This is an optimization exercise on Yosys and OpenROAD, whose aim is small area, a short achievable clock period and few clock cycles per item, not a production implementation. Function was checked by simulation only, so behaviour that the tests miss may differ from the original.

==> flow/design.v (outline; a module is shown in full before it is edited, if it fits) <==
// module lzc: 22 lines
// module gen_lzc: 25 lines
// module lzc_4: 10 lines
// module int_div: 122 lines
// module ks_sub: 36 lines
// module ks_add: 34 lines
// module int_sqrt: 90 lines
// module fp_rnd: 240 lines
// module fp_add_head: 168 lines
// module fp_add_spec: 160 lines
// module fp_add_tail: 141 lines
// module fp_mul_head: 132 lines
// module fp_mul_tail: 173 lines
// module mul24: 1955 lines
// module fp_fma_s2: 290 lines
// module fp_fma_tail: 186 lines
// module fp_fma_add_head: 302 lines
// module fma_addsub: 35 lines
// module fp_div: 225 lines
// module fp_div_tail: 124 lines
// module fp_sqrt: 189 lines
// module fp_i2f: 155 lines
// module fp_f2i: 229 lines
// module fp_cmp: 154 lines
// module fp_classify: 113 lines
// module f2d: 146 lines
// module d2f: 153 lines
// module fp_top: 979 lines
module fp_top
#(
    parameter fp_pkg::fp_format_e  FP_FORMAT   = fp_pkg::FP32,
    parameter fp_pkg::int_format_e INT_FORMAT  = fp_pkg::INT32,
    parameter logic        RISCV_MODE  = 1'b0
)
(
    input clk_i,
    input rst_i,
    input start_i,
    output logic ready_o,
    input [63:0] a_i,
    input [63:0] b_i,
    input [63:0] c_i,
    input fp_pkg::roundmode_e rnd_i,
    input fp_pkg::float_op_e op_i,
    input [1:0] op_modify_i,
    output logic [63:0] result_o,
    output logic valid_o,
    output fp_pkg::status_t flags_o
);
  // ...
==> flow/run.sh <==
#!/bin/bash
# synth_recipe.tcl (not shown) runs the flow's synth.tcl, then flattens the netlist and writes it again
# the make line also repeats each setting of config.mk as NAME=value (left out here)
make -C /OpenROAD-flow-scripts/flow DESIGN_CONFIG=/design/flow/config.mk WORK_HOME=/design/flow/orfs CLKGATE_MAP_FILE= SYNTH_SCRIPT=/design/flow/synth_recipe.tcl finish
==> flow/config.mk <==
export PLATFORM = sky130hd
export DESIGN_NAME = fp_top
export DESIGN_NICKNAME = fp_top
export VERILOG_FILES = /design/flow/design.v
export SDC_FILE = /design/flow/constraint.sdc
export NUM_CORES = 8
export LEC_CHECK = 0
export CAP_MARGIN = 20
export CORE_MARGIN = 2
export CORE_UTILIZATION = 40
export SETUP_SLACK_MARGIN = 5
export SLEW_MARGIN = 20
==> flow/constraint.sdc <==
create_clock -name core_clock -period 20.0 [get_ports {clk_i}]
set_input_delay 4.0000 -clock core_clock [delete_from_list [all_inputs] [get_ports {clk_i}]]
set_output_delay 4.0000 -clock core_clock [all_outputs]
set_load 0.01 [all_outputs]
==> run notes, run 1 <==
CTS tree=built; Die Ht=528 um; final core utilization=0.455; WP depth=60; Place WS=1.70 ns; DIE WIDTH=528 um; final setup vio count=0; critical path buffer and inverter count=14; largest family of logic cells by synthesized area=compound AO/OA/AOI/OAI gates; clock buffer depth=3; cts repair resizes=288; Biggest Area Class=multi-input combinational cells; leading post-synthesis cells by cell area=dfxtp_1, fa_1, ha_1, a21oi_1, nand2_1; seq_cells=599; prevailing post-synth register cell=dfxtp_1; Synth area leader=dfxtp_1; status=timing/DRC/antenna clean; GRT Resource Usage Total=0.372; hpwl dp=412,000 um; average wire per standard cell=29.0 um; M2 GR Usage=0.545; sequential area share after synthesis=0.112; simple-gate share of the synthesized area=0.201; WP data arrival=15.43 ns; hold_buf cts=0
Testbench counts, summed over its fixed seeds: cycles 35,466, ops 24,000.
==> module fp_sqrt, before the edit <==
module fp_sqrt
#(
    parameter fp_pkg::fp_format_e FP_FORMAT = fp_pkg::FP32,
    parameter int SQRT_S = 3
)
(
    clk_i,
    reset_i,
    a_i,
    start_i,
    rnd_i,
    done_o,
    urnd_result_o
);
localparam int unsigned FP_WIDTH   = fp_pkg::fp_width(FP_FORMAT);
localparam int unsigned EXP_WIDTH  = fp_pkg::exp_bits(FP_FORMAT);
localparam int unsigned MANT_WIDTH = fp_pkg::man_bits(FP_FORMAT);
localparam int unsigned BIAS       = (2**(EXP_WIDTH-1)-1);
localparam INF   = {{EXP_WIDTH{1'b1}}, {MANT_WIDTH{1'b0}}};
localparam R_IND = {1'b1, {EXP_WIDTH{1'b1}}, 1'b1, {MANT_WIDTH-1{1'b0}}};
function logic sign(input logic [FP_WIDTH-1:0] val);
    sign = val[FP_WIDTH-1];
endfunction
function logic [EXP_WIDTH-1:0] exp(input logic [FP_WIDTH-1:0] val);
    exp = val[FP_WIDTH-2-:EXP_WIDTH];
endfunction
function logic [MANT_WIDTH-1:0] mant(input logic [FP_WIDTH-1:0] val);
    mant = val[FP_WIDTH-2-EXP_WIDTH:0];
endfunction
function logic is_minus(input logic [FP_WIDTH-1:0] val);
    is_minus = sign(val);
endfunction
function logic is_normal(input logic [FP_WIDTH-1:0] val);
    is_normal = (exp(val) >= 1) && (exp(val) <= (2**EXP_WIDTH-2));
endfunction
function logic is_subnormal(input logic [FP_WIDTH-1:0] val);
    is_subnormal = (exp(val) == 0) && (mant(val) != 0);
endfunction
function logic is_zero(input logic [FP_WIDTH-1:0] val);
    is_zero = val[FP_WIDTH-2:0] == 0;
endfunction
function logic is_inf(input logic [FP_WIDTH-1:0] val);
    is_inf = exp(val) == (2**EXP_WIDTH-1) && mant(val) == 0;
endfunction
function logic is_nan(input logic [FP_WIDTH-1:0] val);
    is_nan = exp(val) == (2**EXP_WIDTH-1) && mant(val) != 0;
endfunction
function logic is_signalling(input logic [FP_WIDTH-1:0] val);
    is_signalling = exp(val) == (2**EXP_WIDTH-1) && mant(val) != 0 && !val[FP_WIDTH-2-EXP_WIDTH];
endfunction
function logic is_quiet(input logic [FP_WIDTH-1:0] val);
    is_quiet = exp(val) == (2**EXP_WIDTH-1) && val[FP_WIDTH-2-EXP_WIDTH];
endfunction
function logic is_canonical(input logic [FP_WIDTH-1:0] val);
    is_canonical = is_finite(val) | is_inf(val) | (exp(val) == (2**EXP_WIDTH-1) && val[FP_WIDTH-2-EXP_WIDTH]);
endfunction
function logic is_finite(input logic [FP_WIDTH-1:0] val);
    is_finite = is_zero(val) | is_subnormal(val) | is_normal(val);
endfunction
function fp_pkg::fp_info_t fp_info(input logic [FP_WIDTH-1:0] val);
    fp_pkg::fp_info_t info;
    info = '0;
    info.is_minus       = is_minus(val);
    info.is_normal      = is_normal(val);
    info.is_subnormal   = is_subnormal(val);
    info.is_zero        = is_zero(val);
    info.is_inf         = is_inf(val);
    info.is_nan         = is_nan(val);
    info.is_signalling  = is_signalling(val);
    info.is_canonical   = is_canonical(val);
    info.is_finite      = is_finite(val);
    info.is_quiet       = is_quiet(val);
    fp_info = info;
endfunction
typedef struct packed {
    logic sign;
    logic [EXP_WIDTH-1:0] exp;
    logic [MANT_WIDTH-1:0] mant;
} fp_encoding_t;
typedef struct packed {
    fp_encoding_t u_result;
    logic [1:0] rs;
    logic round_en;
    logic invalid;
    logic [1:0] exp_cout;
} uround_res_t;
typedef struct packed {
    fp_encoding_t result;
    fp_pkg::status_t flags;
} round_res_t;
typedef struct packed {
    logic sign;
    logic [EXP_WIDTH-1:0] exp;
    logic [2*MANT_WIDTH + 1:0] mant;
} fp_encoding_fma_t;
typedef struct packed {
    fp_encoding_fma_t u_result;
    logic [1:0] rs;
    logic round_en;
    logic invalid;
    logic [1:0] exp_cout;
} uround_res_fma_t;
input clk_i;
input reset_i;
input [FP_WIDTH-1:0] a_i;
input start_i;
input fp_pkg::roundmode_e rnd_i;
output done_o;
output uround_res_t urnd_result_o;
fp_encoding_t result_o;
logic [1:0] rs_o;
logic round_en_o;
logic invalid_o;
logic [1:0] exp_cout_o;
logic urpr_s;
logic [MANT_WIDTH + fp_pkg::GUARD_BITS:0] urpr_mant;
logic [EXP_WIDTH+1:0] urpr_exp;
logic sign_o;
logic [EXP_WIDTH-1:0] exp_o;
logic [MANT_WIDTH-1:0] mant_o;
fp_encoding_t a_decoded;
assign a_decoded = a_i;
fp_pkg::fp_info_t a_info;
assign a_info = fp_info(a_i);
always_comb
begin
    round_en_o = 1'b0;
    result_o = 'h0;
    if(a_info.is_nan)
    begin
        result_o.sign = a_decoded.sign;
        result_o.mant = {1'b1, a_decoded.mant[MANT_WIDTH-2:0]};
        result_o.exp = a_decoded.exp;
    end
    else if(a_info.is_minus && !(a_info.is_zero))
        result_o = R_IND;
    else if(a_info.is_normal || a_info.is_subnormal)
        begin
            round_en_o = 1'b1;
            result_o.sign = sign_o;
            result_o.mant = mant_o;
            result_o.exp = exp_o;
        end
    else  
        result_o = a_decoded;
end
logic [MANT_WIDTH + fp_pkg::GUARD_BITS: 0] mant_sqrt;
logic [$clog2(FP_WIDTH)-1:0] shamt_a;
lzc #(.WIDTH(MANT_WIDTH+1)) lzc_inst_0
(
    .a_i({a_info.is_normal, a_decoded.mant}),
    .cnt_o(shamt_a),
    .zero_o()
);
logic [$clog2(FP_WIDTH)-1:0] shamt_val;
logic [EXP_WIDTH+1:0] exp_adj;
assign exp_adj = (a_decoded.exp | a_info.is_subnormal) - (shamt_a);
assign shamt_val = shamt_a | a_decoded.exp[0] | a_info.is_subnormal;
logic [25:0] sqrt_v;
logic sqrt_sticky;
assign sqrt_v = {2'b0, a_info.is_normal, a_decoded.mant} << shamt_val;
int_sqrt #(.S(SQRT_S)) int_sqrt_inst
(
  .clk_i(clk_i),
  .reset_i(reset_i),
  .start_i(start_i),
  .v_i(sqrt_v),
  .q_o(mant_sqrt),
  .sticky_o(sqrt_sticky),
  .done_o(done_o)
);
assign urpr_s = a_decoded.sign;
assign urpr_exp = (exp_adj >>> 1) + ((BIAS - 1)/2) + (exp_adj[0]);
assign urpr_mant = mant_sqrt;
logic [MANT_WIDTH + fp_pkg::GUARD_BITS:0] shifted_mant_norm;
assign shifted_mant_norm = urpr_mant[MANT_WIDTH+fp_pkg::GUARD_BITS]? urpr_mant[MANT_WIDTH+fp_pkg::GUARD_BITS : 0] : urpr_mant << 1'b1;
assign sign_o = urpr_s;
assign exp_o = urpr_exp;
assign mant_o = shifted_mant_norm[MANT_WIDTH+fp_pkg::GUARD_BITS-1 -: MANT_WIDTH];
assign rs_o[1] = shifted_mant_norm[fp_pkg::GUARD_BITS-1];
assign rs_o[0] = |shifted_mant_norm[fp_pkg::GUARD_BITS-2:0] || sqrt_sticky; 
assign invalid_o = a_info.is_signalling | (a_info.is_minus & ~(a_info.is_quiet | a_info.is_zero));
assign exp_cout_o = 'h0;
assign urnd_result_o.u_result =  result_o;
assign urnd_result_o.rs =  rs_o;
assign urnd_result_o.round_en =  round_en_o;
assign urnd_result_o.invalid =  invalid_o;
assign urnd_result_o.exp_cout =  exp_cout_o;
endmodule
==> run 2, diff against run 1 <==
--- a/flow/design.v
+++ b/flow/design.v
@@ -4629,7 +4629,7 @@
 module fp_sqrt
 #(
     parameter fp_pkg::fp_format_e FP_FORMAT = fp_pkg::FP32,
-    parameter int SQRT_S = 3
+    parameter int SQRT_S = 4
 )
 (
     clk_i,
@@ -4787,7 +4787,7 @@
 logic [25:0] sqrt_v;
 logic sqrt_sticky;
 assign sqrt_v = {2'b0, a_info.is_normal, a_decoded.mant} << shamt_val;
-int_sqrt #(.S(SQRT_S)) int_sqrt_inst
+int_sqrt #(.S(SQRT_S), .L0(5)) int_sqrt_inst
 (
   .clk_i(clk_i),
   .reset_i(reset_i),
==> run notes, run 2 <==
CTS sink cnt=605; most numerous cell in the Yosys netlist=nand2_1; status=timing/DRC/antenna clean; pin count of the biggest net entering global routing=83; syn_nets=16,700; Endpoint, Worst Hold=int_div_inst.n_q[20]; critical path startpoint category=flop; Final min period=15.19 ns; CP max-delay cell=dfxtp_1; Commonest cells post-synth=nand2_1, nor2_1, a21oi_1, inv_1, o21ai_0; hold_buf cts=0 (unchanged); share of the clock period used by the worst path=0.760; Rows=192; min-delay src=int_div_inst.n_q[13]; FILL cells=28,100; RR Endpoint=f_ashamt_q[0]; initial antenna violation count=50; TNS Setup=0 ns; RSZ-0062 raised after global routing=yes; DIE WIDTH=528 um (about the same); Cell Area, Synth=0.110 sq mm; worst min path class=flop to flop; I/O pin cnt=275; Synth area leader=dfxtp_1; first-pass GRT wire length=803,000 um; Clk pin slew, worst setup/hold paths=0.06 ns; Final ANT Viol Nets=0; slowest cell delay on critical path=0.83 ns; r2r setup slk=5.21 ns; H-tree levels=3; Peak Freq=65.8 MHz; CTS buffer count=75; Worst-Margin Slew=1.31 ns; Synth top area share=0.102; core area=0.274 sq mm; biggest regs=f_aurpr_mant_q (53), m_prod_q (48), urnd_q (38); Root Driver=clkbuf_16; Yosys warning count=54; GRT Resource Usage Total=0.387 (+0.0143); Die Ht=528 um (about the same); Gate Count Post-Synth=15,300; DR vias=124,000; Worst EP required=16.00 ns; crit path capture type=output port; DR DRC count=0; share of layout cells above drive strength 1=0.122; commonest non-fill, non-tap cell in the layout=nand2_1; vias in the first global route=113,000; Initial Util=0.402; area grow syn2layout=14.0%; CP delay by family, top=simple AND/OR/NAND/NOR gates; GR Overflow Total=0; cells on worst reg2reg path=61; crit-path max FO=19; IO Port Bufs=210; Reg with most FFs=f_aurpr_mant_q; die area=0.279 sq mm; final setup vio count=0 (unchanged); asr flop ratio synth=0.0314; prevailing post-synth register cell=dfxtp_1; sequential area share after synthesis=0.113 (+0.00108); CTS tree=built; nets=16,800; Worst slew margin=0.122; RePlAce Congestion=1.10; clock buffer depth=3 (unchanged); leading post-synthesis cells by cell area=dfxtp_1, fa_1, ha_1, a21oi_1, mux2i_1; Fin. Hold Viols=0; Hold Path Depth=0; Distinct cells, synth=126; WP data arrival=11.19 ns (-4.24 ns); Final Max Slew Viols=0; Clock Latency Late Sink=0.74 ns; hpwl dp=436,000 um (+5.7%); final wirelength=569,000 um; Crit Reg-Reg Startpoint=m_a_q[13]; number of flops mapped to enable cells by yosys=24; Yosys reg bits=605; average wire per standard cell=29.9 um (+3.3%); critical path buffer and inverter count=4 (-10); drt first pass iters=10; clock skew=0.0514 ns; Mean Syn Cell Area=7.20 sq um; commonest non-fill, non-tap cells in the layout=nand2_1, nor2_1, a21oi_1, inv_1, o21ai_0; Crit Path Class=flop to output port; max FFs per register=53; initial DRC count=17,300; Via-to-Cell Ratio=6.52; # Max-Cap Violations=0
-- run 2: cell count changes after synthesis, moves of 48 or more --
| cell | delta |
|---|---|
| mux2i_1 | +86 |
| o22ai_1 | +61 |
| mux4_2 | -68 |
| nand3_1 | -79 |
| a21o_1 | +48 |
| clkbuf_1 | -66 |
| nor2_1 | +48 |
| xnor2_1 | +62 |
-- run 2: layout make-up --
| cell class | instances | area (sq um) | share of cell area |
|---|---|---|---|
| Timing Repair inverter | 4 | 28.8 | 0.000230 |
| Multi-Input combinational cell | 12500 | 92800 | 0.741 |
| Clock buffer | 96 | 2110 | 0.0168 |
| Clock inverter | 40 | 622 | 0.00496 |
| Sequential cell | 605 | 12500 | 0.0996 |
| Inverter | 1101 | 4240 | 0.0338 |
| Timing Repair Buffer | 996 | 8480 | 0.0676 |
| Tap cell | 3589 | 4490 | 0.0358 |
| Antenna cell | 27 | 67.6 | 0.000539 |
-- run 2: repair_timing --
item,CTS,global route
setup endpoints to repair,139,181
gates cloned,9,15
resized for setup,363,418
pin swaps,59,152
setup buffers,81,178
-- run 2: how the worst max path moves through the flow --
stage	endpoint	from	cells after the start
floorplan	flags_o[1]	int_div_inst.s_q[2]	45
global placement	add_shamt_q[1]	b_i[9]	63
detailed placement	add_shamt_q[1]	b_i[9]	63
CTS	flags_o[1]	int_div_inst.c_q[2]	49
global route	f_ashamt_q[0]	m_a_q[8]	65
finish	flags_o[1]	m_b_q[6]	33
-- run 2: per-stage QoR --
step	area [sq um]	setup slack, ns	instances	hold WS (ns)	utilization
after floorplan	110000	5.03	15300	0.331	-
after global placement	117000	2.14	18500	0.337	0.428
after detailed placement	117000	2.29	18600	0.338	0.428
after CTS	122000	4.88	18800	0.347	0.446
after global routing	125000	4.79	19000	0.359	0.458
final	125000	4.81	19000	0.348	0.458
-- run 2: metal layers --
layer  up-vias  GRT usage  wire [um]
met5         -          0        125
met4        16      0.233      42900
met3      1750     0.0796      59900
met2      8032      0.581     239000
met1     59000      0.507     227000
li1      55000          -          -
-- run 2: cells by family (layout without fill, tap and decap cells) --
group	Yosys count	in the layout	synth area share
AOI/OAI and AO/OA	4795	4799	0.282
xor gates and xnor gates	935	935	0.0745
muxes	779	779	0.0802
adders and majority gates	1234	1234	0.174
buffers and inverters	2138	2237	0.0756
and+or+nand+nor	4786	4793	0.200
other	0	27	0
DFF	605	605	0.113
Testbench counts of run 2, summed over its fixed seeds: cycles 34,992, ops 24,000.
==> run 3, diff against run 2 <==
--- a/flow/design.v
+++ b/flow/design.v
@@ -4629,7 +4629,7 @@
 module fp_sqrt
 #(
     parameter fp_pkg::fp_format_e FP_FORMAT = fp_pkg::FP32,
-    parameter int SQRT_S = 4
+    parameter int SQRT_S = 3
 )
 (
     clk_i,
@@ -4787,7 +4787,7 @@
 logic [25:0] sqrt_v;
 logic sqrt_sticky;
 assign sqrt_v = {2'b0, a_info.is_normal, a_decoded.mant} << shamt_val;
-int_sqrt #(.S(SQRT_S), .L0(5)) int_sqrt_inst
+int_sqrt #(.S(SQRT_S)) int_sqrt_inst
 (
   .clk_i(clk_i),
   .reset_i(reset_i),
--- a/flow/config.mk
+++ b/flow/config.mk
@@ -5,6 +5,7 @@
 export SDC_FILE = /design/flow/constraint.sdc
 export NUM_CORES = 8
 export LEC_CHECK = 0
+export ABC_AREA = 1
 export CAP_MARGIN = 20
 export CORE_MARGIN = 2
 export CORE_UTILIZATION = 40
==> run notes, run 3 <==
CTS tree=built; commonest non-fill, non-tap cells in the layout=nand2_1, inv_1, o21ai_0, nor2_1, nand3_1; asr flop ratio synth=0.0317 (+0.000315); clock skew=0.0893 ns (+0.0379 ns); Gate Count Post-Synth=17,800 (+17%); critical path startpoint category=flop; most numerous cell in the Yosys netlist=nand2_1; Worst slew margin=0.0883 (-0.0336); Rows=191 (-0.52%); Distinct cells, synth=86 (-32%); Initial Util=0.401 (about the same); GRT Resource Usage Total=0.357 (-0.0299); vias in the first global route=113,000 (+0.59%); Clk pin slew, worst setup/hold paths=0.07 ns (about the same); drt first pass iters=8 (-2); RePlAce Congestion=1.10 (+0.19%); TNS Setup=0 ns (unchanged); Cell Area, Synth=0.109 sq mm (-1.2%); commonest non-fill, non-tap cell in the layout=nand2_1; Crit Reg-Reg Startpoint=m_b_q[23]; final setup vio count=0 (unchanged); first-pass GRT wire length=750,000 um (-6.6%); pin count of the biggest net entering global routing=84 (+1.2%); Die Ht=525 um (-0.61%); # Max-Cap Violations=0 (unchanged); Yosys reg bits=599 (-0.99%); DR DRC count=0 (unchanged); CTS buffer count=80 (+6.7%); syn_nets=19,200 (+15%); r2r setup slk=5.52 ns (+0.31 ns); sequential area share after synthesis=0.113 (+0.000296); Commonest cells post-synth=nand2_1, inv_1, o21ai_0, nor2_1, nand3_1; DR vias=125,000 (+1.1%); FILL cells=29,600 (+5.2%); worst min path class=flop to flop; prevailing post-synth register cell=dfxtp_1; number of flops mapped to enable cells by yosys=24 (unchanged); max FFs per register=53 (unchanged); CTS sink cnt=599 (-0.99%); Via-to-Cell Ratio=5.89 (-9.7%); Hold Path Depth=0 (unchanged); Crit Path Class=flop to output port; hold_buf cts=0 (unchanged); share of layout cells above drive strength 1=0.0570 (-0.0649); crit-path max FO=41 (+22); biggest regs=f_aurpr_mant_q (53), m_prod_q (48), urnd_q (38); Reg with most FFs=f_aurpr_mant_q; Synth top area share=0.142 (+0.0401); I/O pin cnt=275 (unchanged); core area=0.271 sq mm (-1.1%); slowest cell delay on critical path=0.71 ns (-0.12 ns); Root Driver=clkbuf_16; GR Overflow Total=0 (unchanged); cells on worst reg2reg path=69 (+13%); hpwl dp=408,000 um (-6.3%); WP data arrival=10.80 ns (-0.39 ns); Final ANT Viol Nets=0 (unchanged); RR Endpoint=f_ashamt_q[0]; Synth area leader=nand2_1; die area=0.276 sq mm (-1.2%); initial DRC count=16,400 (-5.6%); average wire per standard cell=24.2 um (-19%); crit path capture type=output port; Endpoint, Worst Hold=int_div_inst.n_q[26]; area grow syn2layout=8.89%; min-delay src=int_div_inst.n_q[19]; Clock Latency Late Sink=0.84 ns (+0.10 ns); CP max-delay cell=dfxtp_1; RSZ-0062 raised after global routing=yes; Yosys warning count=54 (unchanged); Worst EP required=16.00 ns (about the same); Fin. Hold Viols=0 (unchanged); Final Max Slew Viols=0 (unchanged); leading post-synthesis cells by cell area=nand2_1, dfxtp_1, o21ai_0, fa_1, ha_1; Peak Freq=67.6 MHz (+2.6%); H-tree levels=3 (unchanged); share of the clock period used by the worst path=0.740 (-0.0195); IO Port Bufs=210 (unchanged); nets=19,000 (+13%); Final min period=14.80 ns (-0.390 ns); clock buffer depth=4 (+1); status=timing/DRC/antenna clean; DIE WIDTH=525 um (-0.61%); Worst-Margin Slew=1.33 ns (+0.0199 ns); Mean Syn Cell Area=6.09 sq um (-15%); final wirelength=515,000 um (-9.4%); initial antenna violation count=40 (-20%)
[run 3: cell count changes after synthesis, sizes merged, moves of 178 or more]
cell,before,now
nand2,1598,4168
o21ai,1066,2136
a21oi,1292,905
a21o,258,21
a22oi,371,26
xor2,293,652
nand3,314,1325
xnor2,642,166
inv,1087,2315
mux2i,618,103
nor3,362,184
[run 3: layer usage]
metal | GRT usage | up-vias | routed length, um
li1 | - | 58900 | -
met3 | 0.0682 | 1260 | 52800
met2 | 0.531 | 6726 | 214000
met1 | 0.487 | 58200 | 216000
met5 | 0.00156 | - | 309
met4 | 0.184 | 27 | 31600
[run 3: final cells by class]
type / instances / area (sq um) / area share
Antenna cell: 22 / 55.1 / 0.000466
Clock buffer: 101 / 2220 / 0.0188
Clock inverter: 38 / 489 / 0.00414
Inverter: 2374 / 9030 / 0.0764
Multi-Input combinational cell: 14000 / 84700 / 0.716
Sequential cell: 599 / 12300 / 0.104
Tap cell: 3570 / 4470 / 0.0378
Timing Repair Buffer: 560 / 4900 / 0.0414
Timing Repair inverter: 9 / 47.5 / 0.000402
[run 3: repair_timing]
item | CTS | global route
resized for setup | 86 | 196
pin swaps | 9 | 17
endpoints found under the setup margin | 112 | 192
setup buffers | 14 | 38
gates cloned | 8 | 9
[run 3: how the worst max path moves through the flow]
stage / cells after the start / startpoint / to
floorplan: 52 / a_i[0] / m_prod_q[46]
global placement: 50 / m_a_q[23] / result_o[16]
detailed placement: 52 / m_a_q[23] / result_o[8]
CTS: 55 / int_div_inst.s_q[24] / int_div_inst.s_q[17]
global route: 55 / m_a_q[23] / result_o[4]
finish: 54 / m_a_q[9] / result_o[4]
[run 3: stage by stage]
stage               utilization  cell area, sq um  setup slack [ns]  std cells  hold WS, ns
floorplan                     -            109000              6.59      17800        0.331
global route              0.437            118000              4.93      21200        0.360
CTS                       0.433            117000              4.98      21200        0.351
global placement          0.421            114000              3.19      21000        0.335
finish                    0.437            118000              5.20      21300        0.351
detailed placement        0.421            114000              3.14      21000        0.338
[run 3: worst max-delay path, delay by kind of cell, from the launching register on]
kind | cells | cell delay [ns]
fa+ha+maj | 2 | 0.44
simple gates | 25 | 3.31
flops | 1 | 0.71
buf+inv | 13 | 2.67
xor+xnor | 1 | 0.09
compound gates | 13 | 2.61
[run 3: cell families after synthesis]
logic type / Yosys count / share of synthesized area
AOI/OAI and AO/OA: 4322 / 0.228
xor gates and xnor gates: 818 / 0.0663
DFF: 599 / 0.113
adders and majority gates: 1200 / 0.173
buffers and inverters: 3264 / 0.117
and+or+nand+nor: 7528 / 0.294
muxes: 103 / 0.00949
Testbench counts of run 3, summed over its fixed seeds: cycles 35,466, ops 24,000.
==> run 4, diff against run 3 <==
==> flow/flow/run.sh (new file) <==
#!/bin/bash
set -euo pipefail
bash standard.sh SETUP_SLACK_MARGIN=8 finish > flow_make.log 2>&1
==> flow/standard.sh (new file) <==
#!/bin/bash
# synth_recipe.tcl (not shown) runs the flow's synth.tcl, then flattens the netlist and writes it again
# the make line also repeats each setting of config.mk as NAME=value (left out here)
make -C /OpenROAD-flow-scripts/flow DESIGN_CONFIG=/design/flow/config.mk WORK_HOME=/design/flow/orfs CLKGATE_MAP_FILE= SYNTH_SCRIPT=/design/flow/synth_recipe.tcl "${@:-finish}"
removed: flow/run.sh
==> run notes, run 4 <==
hpwl dp=411,000 um (+0.60%); slowest cell delay on critical path=0.42 ns (-0.29 ns); placed cell count=21,000 (+0.0048%); asr flop ratio synth=0.0317 (unchanged); Mean Syn Cell Area=6.09 sq um (unchanged); Crit Path Class=flop to output port; status=timing/DRC/antenna clean; first-pass GRT wire length=795,000 um (+6.0%); leading post-synthesis cells by cell area=nand2_1, dfxtp_1, o21ai_0, fa_1, ha_1; critical path buffer and inverter count=27 (+14); final hold slack=0.355 ns (+0.00382 ns); H-tree levels=3 (unchanged); TNS Setup=0 ns (unchanged); average wire per standard cell=25.3 um (+4.4%); Place WS=3.60 ns (+0.464 ns); GR Overflow Total=0 (unchanged); CP delay by family, top=buffers and inverters; final worst slack=6.80 ns (+1.60 ns); Distinct cells, synth=86 (unchanged); Top Layer Used=met5; share of the clock period used by the worst path=0.660 (-0.0800); wl on met1=224,000 um (+3.6%); final wirelength=565,000 um (+9.7%); area grow syn2layout=26.4%; vias in the first global route=120,000 (+5.9%); Die Ht=525 um (unchanged); max FFs per register=53 (unchanged); nets=20,100 (+5.7%); CTS buffer count=83 (+3.8%); Initial Util=0.401 (unchanged); clock skew=0.0856 ns (-0.00369 ns); final core utilization=0.508 (+0.0704); DR vias=133,000 (+6.6%); area post-placement=0.114 sq mm (about the same); biggest regs=f_aurpr_mant_q (53), m_prod_q (48), urnd_q (38); Via-to-Cell Ratio=5.98 (+1.5%); clock buffer depth=4 (unchanged); sequential area share after synthesis=0.113 (unchanged); Clock Latency Late Sink=0.84 ns (about the same); RePlAce Congestion=1.09 (-1.1%); initial DRC count=18,900 (+15%); Final min period=13.20 ns (-1.60 ns); crit-path max FO=6 (-85%); Clk pin slew, worst setup/hold paths=0.06 ns (about the same); die area=0.276 sq mm (unchanged); commonest non-fill, non-tap cells in the layout=nand2_1, inv_1, o21ai_0, nand3_1, nor2_1; Synth top area share=0.142 (unchanged); Worst slew margin=0.204 (+0.116); most frequent CP cell=buf_4; CTS tree=built; Synth area leader=nand2_1; commonest non-fill, non-tap cell in the layout=nand2_1; most numerous cell in the Yosys netlist=nand2_1; number of flops mapped to enable cells by yosys=24 (unchanged); worst min path class=flop to flop; pin count of the biggest net entering global routing=71 (-15%); critical path startpoint category=flop; Final ANT Viol Nets=0 (unchanged); WP data arrival=9.20 ns (-1.60 ns); Yosys reg bits=599 (unchanged); Root Driver=clkbuf_16; Cell Area, Synth=0.109 sq mm (unchanged); # Max-Cap Violations=0 (unchanged); Peak Freq=75.7 MHz (+12%); DR DRC count=0 (unchanged); final instance area=0.137 sq mm (+16%); hold_buf cts=0 (unchanged); IO Port Bufs=210 (unchanged); Gate Count Post-Synth=17,800 (unchanged); Reg with most FFs=f_aurpr_mant_q; Layout Cells excl Fill=22,300 (+5.1%); Final Max Slew Viols=0 (unchanged); DIE WIDTH=525 um (unchanged); drt first pass iters=9 (+1); Yosys warning count=54 (unchanged); syn_nets=19,200 (unchanged); crit path capture type=output port; Commonest cells post-synth=nand2_1, inv_1, o21ai_0, nor2_1, nand3_1; I/O pin cnt=275 (unchanged); CP max-delay cell=o211ai_1; Rows=191 (unchanged); RSZ-0062 raised after global routing=yes; Worst EP required=16.00 ns (about the same); final setup vio count=0 (unchanged); Fin. Hold Viols=0 (unchanged); share of layout cells above drive strength 1=0.188 (+0.131); metal3 WL=63,600 um (+21%); core area=0.271 sq mm (unchanged); GRT Resource Usage Total=0.379 (+0.0224); CTS sink cnt=599 (unchanged); prevailing post-synth register cell=dfxtp_1; met2 routed WL=234,000 um (+9.4%); initial antenna violation count=27 (-33%); Worst-Margin Slew=1.19 ns (-0.143 ns)
-- run 4: cell count changes in the layout (fill, tap and decap cells not counted), moves of 137 or more --
| cell | delta |
|---|---|
| o21ai_1 | +137 |
| buf_6 | +217 |
| nand2_2 | +149 |
| inv_1 | -143 |
| nor2_1 | -158 |
| buf_4 | +697 |
| o21ai_0 | -344 |
| o21ai_2 | +171 |
| nand2_1 | -207 |
-- run 4: cell families after synthesis --
group / share of synthesized area
xor+xnor: 0.0663
fa+ha+maj: 0.173
simple gates: 0.294
mux: 0.00949
flops: 0.113
compound gates: 0.228
buf+inv: 0.117
-- run 4: path summary, 6_finish.rpt --
kind,start,to,slack [ns],depth (start not counted)
worst min-delay path,int_div_inst.n_q[2],int_div_inst.n_q[9],0.36,0
worst max register to register,m_a_q[24],f_ashamt_q[0],8.28,83
worst min register to register,int_div_inst.n_q[2],int_div_inst.n_q[9],0.36,0
min in group asynchronous,rst_i,fp_sqrt_inst.int_sqrt_inst.cnt_q[1],3.13,1
worst max-delay path,m_a_q[23],result_o[7],6.80,62
max in group asynchronous,rst_i,longop_rnd_q[0],16.47,1
-- run 4: area by class of cell --
class                           instances  area [sq um]
Tap cell                             3570          4470
Timing Repair inverter                 34           239
Clock buffer                          104          2270
Sequential cell                       599         12600
Multi-Input combinational cell      14000         91800
Antenna cell                            9          22.5
Clock inverter                         40           393
Inverter                             2374          9540
Fill cell                           27500        133000
Timing Repair Buffer                 1600         15900
-- run 4: per-layer routing --
metal,vias up,GRT usage
met1,62100,0.501
met3,1941,0.0808
met4,12,0.220
met2,8170,0.566
li1,61200,-
met5,-,0
-- run 4: repair_timing --
action,4_1_cts,5_1_grt
gates resized for setup,2096,1423
pin swaps,336,529
setup endpoints to repair,261,202
setup buffers,595,430
gates cloned,74,53
-- run 4: worst register-to-register path: cells and delay by family, from the launching register on --
kind	cells	cell delay (ns)
AO/OA/AOI/OAI	16	2.52
XOR/XNOR	1	0.20
adder cells (fa/ha/maj)	4	0.85
buffers and inverters	21	2.56
flip-flops	1	0.37
AND/OR/NAND/NOR	41	5.08
==> run 5, diff against run 4 <==
==> flow/flow/run.sh (replaced) <==
#!/bin/bash
set -euo pipefail
bash standard.sh SETUP_SLACK_MARGIN=7 finish > flow_make.log 2>&1
==> run notes, run 5 <==
status=timing/DRC/antenna clean; Via-to-Cell Ratio=5.92 (-1.0%); Peak Freq=76.6 MHz (+1.2%); CTS tree=built; proportion of synthesized area in mux cells=0.00949 (unchanged); DIE WIDTH=525 um (unchanged); final setup vio count=0 (unchanged); # Max-Cap Violations=0 (unchanged); clock buffer depth=4 (unchanged); area grow syn2layout=16.4%; biggest regs=f_aurpr_mant_q (53), m_prod_q (48), urnd_q (38); initial antenna violation count=49 (+81%); GRT Resource Usage Total=0.367 (-0.0118); Commonest cells post-synth=nand2_1, inv_1, o21ai_0, nor2_1, nand3_1; Clock Latency Late Sink=0.85 ns (about the same); Die Ht=525 um (unchanged); Mean Syn Cell Area=6.09 sq um (unchanged); Yosys warning count=54 (unchanged); sequential area share after synthesis=0.113 (unchanged); drt first pass iters=9 (unchanged); H-tree levels=3 (unchanged); Fin. Hold Viols=0 (unchanged); first-pass GRT wire length=770,000 um (-3.1%); prevailing post-synth register cell=dfxtp_1; largest family of logic cells by synthesized area=simple AND/OR/NAND/NOR gates; die area=0.276 sq mm (unchanged); hpwl dp=412,000 um (+0.35%); Yosys reg bits=599 (unchanged); Final ANT Viol Nets=0 (unchanged); Gate Count Post-Synth=17,800 (unchanged); CTS buffer count=82 (-1.2%); critical path startpoint category=flop; CP max-delay cell=o211ai_1; clock skew=0.0968 ns (+0.0112 ns); leading post-synthesis cells by cell area=nand2_1, dfxtp_1, o21ai_0, fa_1, ha_1; Final Max Slew Viols=0 (unchanged); share of layout cells above drive strength 1=0.118 (-0.0700); worst min path class=flop to flop; most numerous cell in the Yosys netlist=nand2_1; asr flop ratio synth=0.0317 (unchanged); Rows=191 (unchanged); share of the clock period used by the worst path=0.652 (-0.00773); TNS Setup=0 ns (unchanged); Cell Area, Synth=0.109 sq mm (unchanged); most frequent CP cell=nor2_4; Synth top area share=0.142 (unchanged); RSZ-0062 raised after global routing=yes; commonest non-fill, non-tap cell in the layout=nand2_1; Reg with most FFs=f_aurpr_mant_q; crit-path max FO=16 (+10); final wirelength=537,000 um (-5.0%); IO Port Bufs=210 (unchanged); RePlAce Congestion=1.07 (-1.7%); max FFs per register=53 (unchanged); Root Driver=clkbuf_16; final instance area=0.126 sq mm (-7.9%); core area=0.271 sq mm (unchanged); DR DRC count=0 (unchanged); Synth area leader=nand2_1; placed cell count=21,000 (+0.076%); Final min period=13.05 ns (-0.155 ns); cells on worst reg2reg path=60 (-28%); WP data arrival=9.05 ns (-0.15 ns); Clk pin slew, worst setup/hold paths=0.06 ns (about the same); Distinct cells, synth=86 (unchanged); pin count of the biggest net entering global routing=90 (+27%); slowest cell delay on critical path=0.63 ns (+0.21 ns); Worst EP required=16.00 ns (about the same); simple-gate share of the synthesized area=0.294 (unchanged); adder-cell share of the synthesized area=0.173 (unchanged); r2r setup slk=7.26 ns (-1.02 ns); I/O pin cnt=275 (unchanged); Hold Path Depth=0 (unchanged); Post-Synth XOR/XNOR Area=0.0663 (unchanged); commonest non-fill, non-tap cells in the layout=nand2_1, inv_1, o21ai_0, nand3_1, nor2_1; average wire per standard cell=24.8 um (-2.2%); Layout Cells excl Fill=21,700 (-2.8%); Worst slew margin=0.191 (-0.0136); Worst-Margin Slew=1.20 ns (+0.0106 ns); vias in the first global route=116,000 (-3.5%); crit path capture type=output port; nets=19,400 (-3.2%); Compound-Gate Fraction of Synth Area=0.228 (unchanged); area post-placement=0.114 sq mm (about the same); GR Overflow Total=0 (unchanged); DR vias=128,000 (-3.8%); CTS sink cnt=599 (unchanged); initial DRC count=16,700 (-11%); Crit Path Class=flop to output port; syn_nets=19,200 (unchanged); Initial Util=0.401 (unchanged); number of flops mapped to enable cells by yosys=24 (unchanged)
## run 5: cell counts after synthesis
Identical to the previous run, type by type.
## run 5: cell type report
class / count / area [sq um]
Antenna cell: 17 / 42.5
Timing Repair inverter: 16 / 96.3
Timing Repair Buffer: 983 / 9290
Multi-Input combinational cell: 14000 / 88000
Tap cell: 3570 / 4470
Clock buffer: 101 / 2250
Inverter: 2374 / 9250
Sequential cell: 599 / 12500
Clock inverter: 45 / 571
Fill cell: 29000 / 144000
## run 5: worst paths after layout
path,start,end
min in group asynchronous,rst_i,fp_sqrt_inst.int_sqrt_inst.busy_q
min reg2reg,int_div_inst.n_q[20],int_div_inst.n_q[27]
max reg2reg,m_b_q[29],f_ashamt_q[2]
min,int_div_inst.n_q[20],int_div_inst.n_q[27]
max in group asynchronous,rst_i,fma_rnd_q[0]
max,m_a_q[23],result_o[8]
## run 5: worst max-delay path, delay by kind of cell (launching register included)
kind                       cells  cell delay [ns]
DFF                            1             0.36
and+or+nand+nor               27             2.52
buffers and inverters         17             2.26
xor gates and xnor gates       1             0.21
AOI/OAI and AO/OA              8             2.23
adders and majority gates      3             0.65
## run 5: kinds of logic (layout without fill, tap and decap cells)
group           Yosys count  after routing
buf+inv                3264           3519
fa+ha+maj              1200           1200
xor+xnor                818            818
simple gates           7528           7545
other cells               0             17
mux                     103            103
compound gates         4322           4323
flops                   599            599
## run 5: what timing repair did
item / CTS / global route
endpoints found under the setup margin: 246 / 189
gates cloned: 44 / 18
hold buffers: 0 / 0
resized for setup: 948 / 814
pin swaps: 117 / 247
buffers inserted: 219 / 212
## run 5: through the flow
step	hold slack (ns)	util	worst slack, ns
2_1_floorplan	0.331	-	7.08
3_3_place_gp	0.337	0.422	3.47
3_5_place_dp	0.340	0.422	3.31
4_1_cts	0.352	0.451	6.95
5_1_grt	0.356	0.467	6.70
6_report	0.350	0.467	6.95
## run 5: layer usage
| metal | share of wire | global-route usage | up-vias |
|---|---|---|---|
| met5 | 0.00021 | 0 | - |
| met4 | 0.064 | 0.194 | 18 |
| met3 | 0.10 | 0.0644 | 1397 |
| met2 | 0.42 | 0.552 | 7160 |
| met1 | 0.41 | 0.499 | 59900 |
| li1 | - | - | 59900 |
==> run 6, diff against run 5 <==
==> flow/flow/run.sh (replaced) <==
#!/bin/bash
set -euo pipefail
bash standard.sh SETUP_SLACK_MARGIN=6.5 finish > flow_make.log 2>&1
--- a/flow/config.mk
+++ b/flow/config.mk
@@ -5,7 +5,6 @@
 export SDC_FILE = /design/flow/constraint.sdc
 export NUM_CORES = 8
 export LEC_CHECK = 0
-export ABC_AREA = 1
 export CAP_MARGIN = 20
 export CORE_MARGIN = 2
 export CORE_UTILIZATION = 40
==> run notes, run 6 <==
critical path startpoint category=flop; slowest cell delay on critical path=0.63 ns (about the same); Yosys warning count=54 (unchanged); most frequent CP cell=a21o_1; Worst slew margin=0.0332 (-0.158); clock buffer depth=4 (unchanged); Yosys reg bits=599 (unchanged); worst min path class=flop to flop; Layout Cells excl Fill=19,600 (-9.7%); Final Max Slew Viols=0 (unchanged); share of the clock period used by the worst path=0.726 (+0.0741); grt met1 use=0.499 (about the same); Reg with most FFs=f_aurpr_mant_q; core area=0.274 sq mm (+1.1%); initial DRC count=18,300 (+9.1%); hold_buf cts=0 (unchanged); Gate Count Post-Synth=15,100 (-15%); WP data arrival=10.53 ns (+1.48 ns); met3 Resource Use GR=0.123 (+0.0589); average wire per standard cell=29.1 um (+18%); RSZ-0062 raised after global routing=yes; area grow syn2layout=23.7%; prevailing post-synth register cell=dfxtp_1; Final ANT Viol Nets=0 (unchanged); DIE WIDTH=528 um (+0.61%); number of flops mapped to enable cells by yosys=24 (unchanged); Place WS=2.34 ns (-0.966 ns); Cell Area, Synth=0.110 sq mm (+1.2%); critical path buffer and inverter count=5 (-12); Distinct cells, synth=138 (+60%); biggest regs=f_aurpr_mant_q (53), m_prod_q (48), urnd_q (38); gr busiest metal=met2; Commonest cells post-synth=nand2_1, nor2_1, a21oi_1, inv_1, o21ai_0; clock skew=0.120 ns (+0.0229 ns); TNS Setup=0 ns (unchanged); CTS tree=built; pin count of the biggest net entering global routing=77 (-14%); Clk pin slew, worst setup/hold paths=0.06 ns (about the same); Synth top area share=0.101 (-0.0411); crit path capture type=output port; final wirelength=570,000 um (+6.2%); drt first pass iters=12 (+3); commonest non-fill, non-tap cells in the layout=nand2_1, nor2_1, buf_4, a21oi_1, inv_1; sequential area share after synthesis=0.112 (-0.00137); Worst-Margin Slew=1.44 ns (+0.234 ns); Synth area leader=dfxtp_1; syn_nets=16,600 (-14%); final setup vio count=0 (unchanged); vias in the first global route=117,000 (+1.3%); Clock Latency Late Sink=0.88 ns (+0.03 ns); CP delay by family, top=compound AO/OA/AOI/OAI gates; leading post-synthesis cells by cell area=dfxtp_1, fa_1, ha_1, a21oi_1, nand2_1; min-delay src=int_div_inst.n_q[20]; Final min period=14.53 ns (+1.48 ns); GR Overflow Total=0 (unchanged); H-tree levels=3 (unchanged); Peak Freq=68.8 MHz (-10%); RePlAce Congestion=1.10 (+3.1%); # Max-Cap Violations=0 (unchanged); commonest non-fill, non-tap cell in the layout=nand2_1; DR DRC count=0 (unchanged); Worst EP required=16.00 ns (about the same); CP max-delay cell=a2111oi_1; I/O pin cnt=275 (unchanged); Fin. Hold Viols=0 (unchanged); initial antenna violation count=28 (-43%); CTS sink cnt=599 (unchanged); status=timing/DRC/antenna clean; DR vias=128,000 (-0.27%); most numerous cell in the Yosys netlist=nand2_1; Crit Reg-Reg Startpoint=m_b_q[30]; asr flop ratio synth=0.0317 (unchanged); nets=17,300 (-11%); Mean Syn Cell Area=7.26 sq um (+19%); final instance area=0.136 sq mm (+7.5%); Initial Util=0.402 (about the same); die area=0.279 sq mm (+1.2%); first-pass GRT wire length=810,000 um (+5.1%); share of layout cells above drive strength 1=0.201 (+0.0831); CTS buffer count=81 (-1.2%); GRT Resource Usage Total=0.386 (+0.0184); final worst slack=5.47 ns (-1.48 ns); Root Driver=clkbuf_16; IO Port Bufs=210 (unchanged); M2 GR Usage=0.554 (+0.00237); area post-placement=0.119 sq mm (+4.3%); Die Ht=528 um (+0.61%); beginning of the critical path=int_div_inst.c_q[2]; hpwl dp=412,000 um (about the same); placed cell count=18,600 (-12%); crit-path max FO=9 (-7); max FFs per register=53 (unchanged); Rows=192 (+0.52%); Crit Path Class=flop to output port; Via-to-Cell Ratio=6.54 (+11%)
run 6: cell count changes after synthesis, sizes merged, moves of 227 or more:
cell and change:
o22ai -227, nand3 -931, nand2 -2561, o21ai -1115
xnor2 +415, clkbuf +238, a21oi +346, mux2i +427
a22oi +335, inv -1230, xor2 -324
run 6: worst paths after layout:
kind	endpoint	slack, ns	cells after the start
min in group asynchronous	int_div_inst.cnt_q[0]	3.51	2
min reg2reg	int_div_inst.n_q[27]	0.35	0
max in group asynchronous	longop_sqrt_q	16.04	2
max reg2reg	f_ashamt_q[0]	5.82	60
max	flags_o[1]	5.47	42
min	int_div_inst.n_q[27]	0.35	0
run 6: metal layers:
metal | vias to the layer above | part of all wire
met5 | - | 0.00045
met4 | 12 | 0.075
met3 | 2172 | 0.13
met2 | 8649 | 0.40
met1 | 60900 | 0.39
li1 | 56300 | -
run 6: what timing repair did:
item	CTS	global route
gates cloned	40	15
pin swaps	326	323
buffers inserted	442	321
endpoints found under the setup margin	256	198
gates resized for setup	1178	763
run 6: stage by stage:
| stage | util | hold WS, ns |
|---|---|---|
| 2_1_floorplan | - | 0.331 |
| 3_3_place_gp | 0.435 | 0.341 |
| 3_5_place_dp | 0.435 | 0.342 |
| 4_1_cts | 0.475 | 0.354 |
| 5_1_grt | 0.497 | 0.357 |
| 6_report | 0.497 | 0.355 |
run 6: final cells by class:
class / count / area [sq um]
diodes: 19 / 47.5
clock buffers: 103 / 2260
clock inverters: 36 / 429
fillers: 26900 / 138000
inverters: 1095 / 4320
multi-input cells: 12400 / 96400
flip-flops and latches: 599 / 12400
well taps: 3589 / 4490
repair buffers: 1733 / 15600
repair inverters: 6 / 43.8
run 6: cells by family (layout without fill, tap and decap cells):
| group | after synthesis | after routing | share of synthesized area |
|---|---|---|---|
| xor+xnor | 909 | 909 | 0.0726 |
| flops | 599 | 599 | 0.112 |
| other cells | 0 | 19 | 0 |
| compound gates | 4671 | 4676 | 0.278 |
| simple gates | 4811 | 4824 | 0.201 |
| fa+ha+maj | 1206 | 1206 | 0.171 |
| buf+inv | 2168 | 2973 | 0.0766 |
| mux | 782 | 784 | 0.0883 |
==> run 7, diff against run 6 <==
--- a/flow/config.mk
+++ b/flow/config.mk
@@ -5,6 +5,7 @@
 export SDC_FILE = /design/flow/constraint.sdc
 export NUM_CORES = 8
 export LEC_CHECK = 0
+export ABC_AREA = 1
 export CAP_MARGIN = 20
 export CORE_MARGIN = 2
 export CORE_UTILIZATION = 40
==> run notes, run 7 <==
first-pass GRT wire length=757,000 um (-6.5%); Crit Path Class=flop to output port; GRT Resource Usage Total=0.360 (-0.0257); Worst slew margin=0.114 (+0.0812); Fin. Hold Viols=0 (unchanged); Via-to-Cell Ratio=5.90 (-9.7%); Final ANT Viol Nets=0 (unchanged); Die Ht=525 um (-0.60%); Yosys warning count=54 (unchanged); most frequent CP cell=nor2_4; DR DRC count=0 (unchanged); placed cell count=21,000 (+13%); prevailing post-synth register cell=dfxtp_1; number of flops mapped to enable cells by yosys=24 (unchanged); GR Overflow Total=0 (unchanged); Reg with most FFs=f_aurpr_mant_q; Final Max Slew Viols=0 (unchanged); CTS tree=built; CTS sink cnt=599 (unchanged); average wire per standard cell=24.4 um (-16%); sequential area share after synthesis=0.113 (+0.00137); max FFs per register=53 (unchanged); asr flop ratio synth=0.0317 (unchanged); RR Endpoint=f_ashamt_q[0]; Clock Latency Late Sink=0.84 ns (-0.04 ns); DR vias=127,000 (-1.0%); most numerous cell in the Yosys netlist=nand2_1; WP data arrival=9.36 ns (-1.17 ns); pin count of the biggest net entering global routing=85 (+10%); TNS Setup=0 ns (unchanged); Hold Path Depth=0 (unchanged); DIE WIDTH=525 um (-0.60%); share of layout cells above drive strength 1=0.0900 (-0.111); r2r setup slk=7.06 ns (+1.24 ns); final setup vio count=0 (unchanged); cells on worst reg2reg path=69 (+15%); H-tree levels=3 (unchanged); IO Port Bufs=210 (unchanged); final hold slack=0.352 ns (-0.00305 ns); Synth area leader=nand2_1; Mean Syn Cell Area=6.09 sq um (-16%); Distinct cells, synth=86 (-38%); min-delay src=int_div_inst.n_q[3]; initial antenna violation count=32 (+14%); CTS buffer count=80 (-1.2%); drt first pass iters=9 (-3); leading post-synthesis cells by cell area=nand2_1, dfxtp_1, o21ai_0, fa_1, ha_1; core area=0.271 sq mm (-1.1%); Rows=191 (-0.52%); syn_nets=19,200 (+16%); die area=0.276 sq mm (-1.2%); Crit Reg-Reg Startpoint=m_a_q[1]; Endpoint, Worst Hold=int_div_inst.n_q[10]; slowest cell delay on critical path=0.62 ns (about the same); crit path capture type=output port; Root Driver=clkbuf_16; CP max-delay cell=o211ai_1; Synth top area share=0.142 (+0.0411); share of the clock period used by the worst path=0.668 (-0.0583); vias in the first global route=114,000 (-2.3%); Initial Util=0.401 (about the same); clock skew=0.0840 ns (-0.0356 ns); status=timing/DRC/antenna clean; critical path startpoint category=flop; final wirelength=523,000 um (-8.3%); Gate Count Post-Synth=17,800 (+18%); worst min path class=flop to flop; initial DRC count=16,300 (-11%); commonest non-fill, non-tap cell in the layout=nand2_1; hpwl dp=408,000 um (-0.87%); commonest non-fill, non-tap cells in the layout=nand2_1, inv_1, o21ai_0, nand3_1, nor2_1; I/O pin cnt=275 (unchanged); RSZ-0062 raised after global routing=yes; Worst EP required=16.00 ns (about the same); Worst-Margin Slew=1.31 ns (-0.121 ns); # Max-Cap Violations=0 (unchanged); crit-path max FO=41 (+32); nets=19,200 (+11%); Cell Area, Synth=0.109 sq mm (-1.2%); Commonest cells post-synth=nand2_1, inv_1, o21ai_0, nor2_1, nand3_1; Layout Cells excl Fill=21,500 (+9.6%); clock buffer depth=4 (unchanged); area grow syn2layout=13.0%; Final min period=13.36 ns (-1.17 ns); RePlAce Congestion=1.10 (-0.25%); Clk pin slew, worst setup/hold paths=0.07 ns (about the same); Peak Freq=74.8 MHz (+8.7%); Yosys reg bits=599 (unchanged); biggest regs=f_aurpr_mant_q (53), m_prod_q (48), urnd_q (38)
-- run 7: worst max path at each step --
| stage | startpoint | end | slack [ns] | cells after the start |
|---|---|---|---|---|
| finish | m_a_q[10] | result_o[20] | 6.64 | 54 |
| CTS | a_i[24] | add_shamt_q[1] | 6.50 | 64 |
| global route | b_i[23] | m_prod_q[46] | 6.40 | 51 |
| floorplan | a_i[0] | m_prod_q[46] | 6.59 | 52 |
| global placement | m_a_q[23] | result_o[16] | 3.19 | 50 |
| detailed placement | m_a_q[23] | result_o[8] | 3.14 | 52 |
-- run 7: metal layers --
| metal | global-route usage | wire, um | up-vias |
|---|---|---|---|
| met4 | 0.190 | 33200 | 14 |
| met5 | 0.00156 | 92 | - |
| met1 | 0.490 | 218000 | 58900 |
| met3 | 0.0682 | 54000 | 1388 |
| met2 | 0.535 | 218000 | 6978 |
| li1 | - | - | 59400 |
-- run 7: cell families (layout without fill, tap and decap cells) --
logic type,Yosys count,in the layout,share of synthesized area
multiplexers,103,103,0.00949
AO/OA/AOI/OAI,4322,4322,0.228
adder cells (fa/ha/maj),1200,1200,0.173
other,0,24,0
XOR/XNOR,818,818,0.0663
AND/OR/NAND/NOR,7528,7541,0.294
flip-flops,599,599,0.113
buffers and inverters,3264,3287,0.117
-- run 7: area by class of cell --
type | count | area (sq um)
Multi-Input combinational cell | 14000 | 86600
Antenna cell | 24 | 60.1
Tap cell | 3570 | 4470
Timing Repair Buffer | 761 | 7180
Inverter | 2374 | 9230
Sequential cell | 599 | 12400
Clock inverter | 38 | 489
Fill cell | 29200 | 148000
Timing Repair inverter | 13 | 76.3
Clock buffer | 101 | 2220
-- run 7: stage by stage --
| step | area (sq um) | setup WS, ns | util |
|---|---|---|---|
| floorplan | 109000 | 6.59 | - |
| global placement | 114000 | 3.19 | 0.421 |
| detailed placement | 114000 | 3.14 | 0.421 |
| CTS | 119000 | 6.50 | 0.441 |
| global route | 123000 | 6.40 | 0.453 |
| finish | 123000 | 6.64 | 0.454 |
-- run 7: worst max-delay path: cells and delay by family, from the launching register on --
kind                       cells  cell delay (ns)
buffers and inverters         14             1.97
adders and majority gates      2             0.37
AOI/OAI and AO/OA              9             2.22
DFF                            1             0.46
and+or+nand+nor               29             3.46
-- run 7: repair_timing --
| action | in CTS | in global routing |
|---|---|---|
| endpoints found under the setup margin | 233 | 193 |
| pin swaps | 46 | 144 |
| setup buffers | 74 | 159 |
| gates cloned | 25 | 21 |
| gates resized for setup | 529 | 674 |
| hold buffers | 0 | 0 |

## separate check: timing with driven ports
How much do the figures lean on ideal ports? The routed layouts below were timed once more, with nothing changed but the port constraints.
Step 1 assumes that a clkbuf_16 drives the clock port and a buf_2 every other input.
Step 2 times the ports against the registers' clock, not the clock port: input delays grow and output delays shrink by t, the midpoint of the rising clock arrivals with the driver on.
Slacks: ideal ports / drivers / drivers and shift; pairs: ideal ports / drivers.
run | t, ns | slack for setup (ns) | worst setup path after step 2 | worst slew at a driven data input, ns
run 1 | 0.856 | 5.180 / 5.123 / 4.501 | input to register | 0.12
run 2 | 0.814 | 4.808 / 4.715 / 4.514 | input to register | 0.22
run 3 | 0.902 | 5.199 / 5.096 / 4.718 | input to register | 0.15
run 4 | 0.899 | 6.799 / 6.699 / 7.150 | input to register | 0.14
run 5 | 0.900 | 6.953 / 6.855 / 6.351 | input to register | 0.15
run 6 | 0.906 | 5.470 / 5.387 / 5.634 | input to register | 0.23
run 7 | 0.906 | 6.636 / 6.531 / 5.989 | input to register | 0.15
After both steps every run listed still meets setup and hold. The setup slack of run 1, which loses most, moves by -0.057 ns with the drivers and by -0.679 ns with both steps.
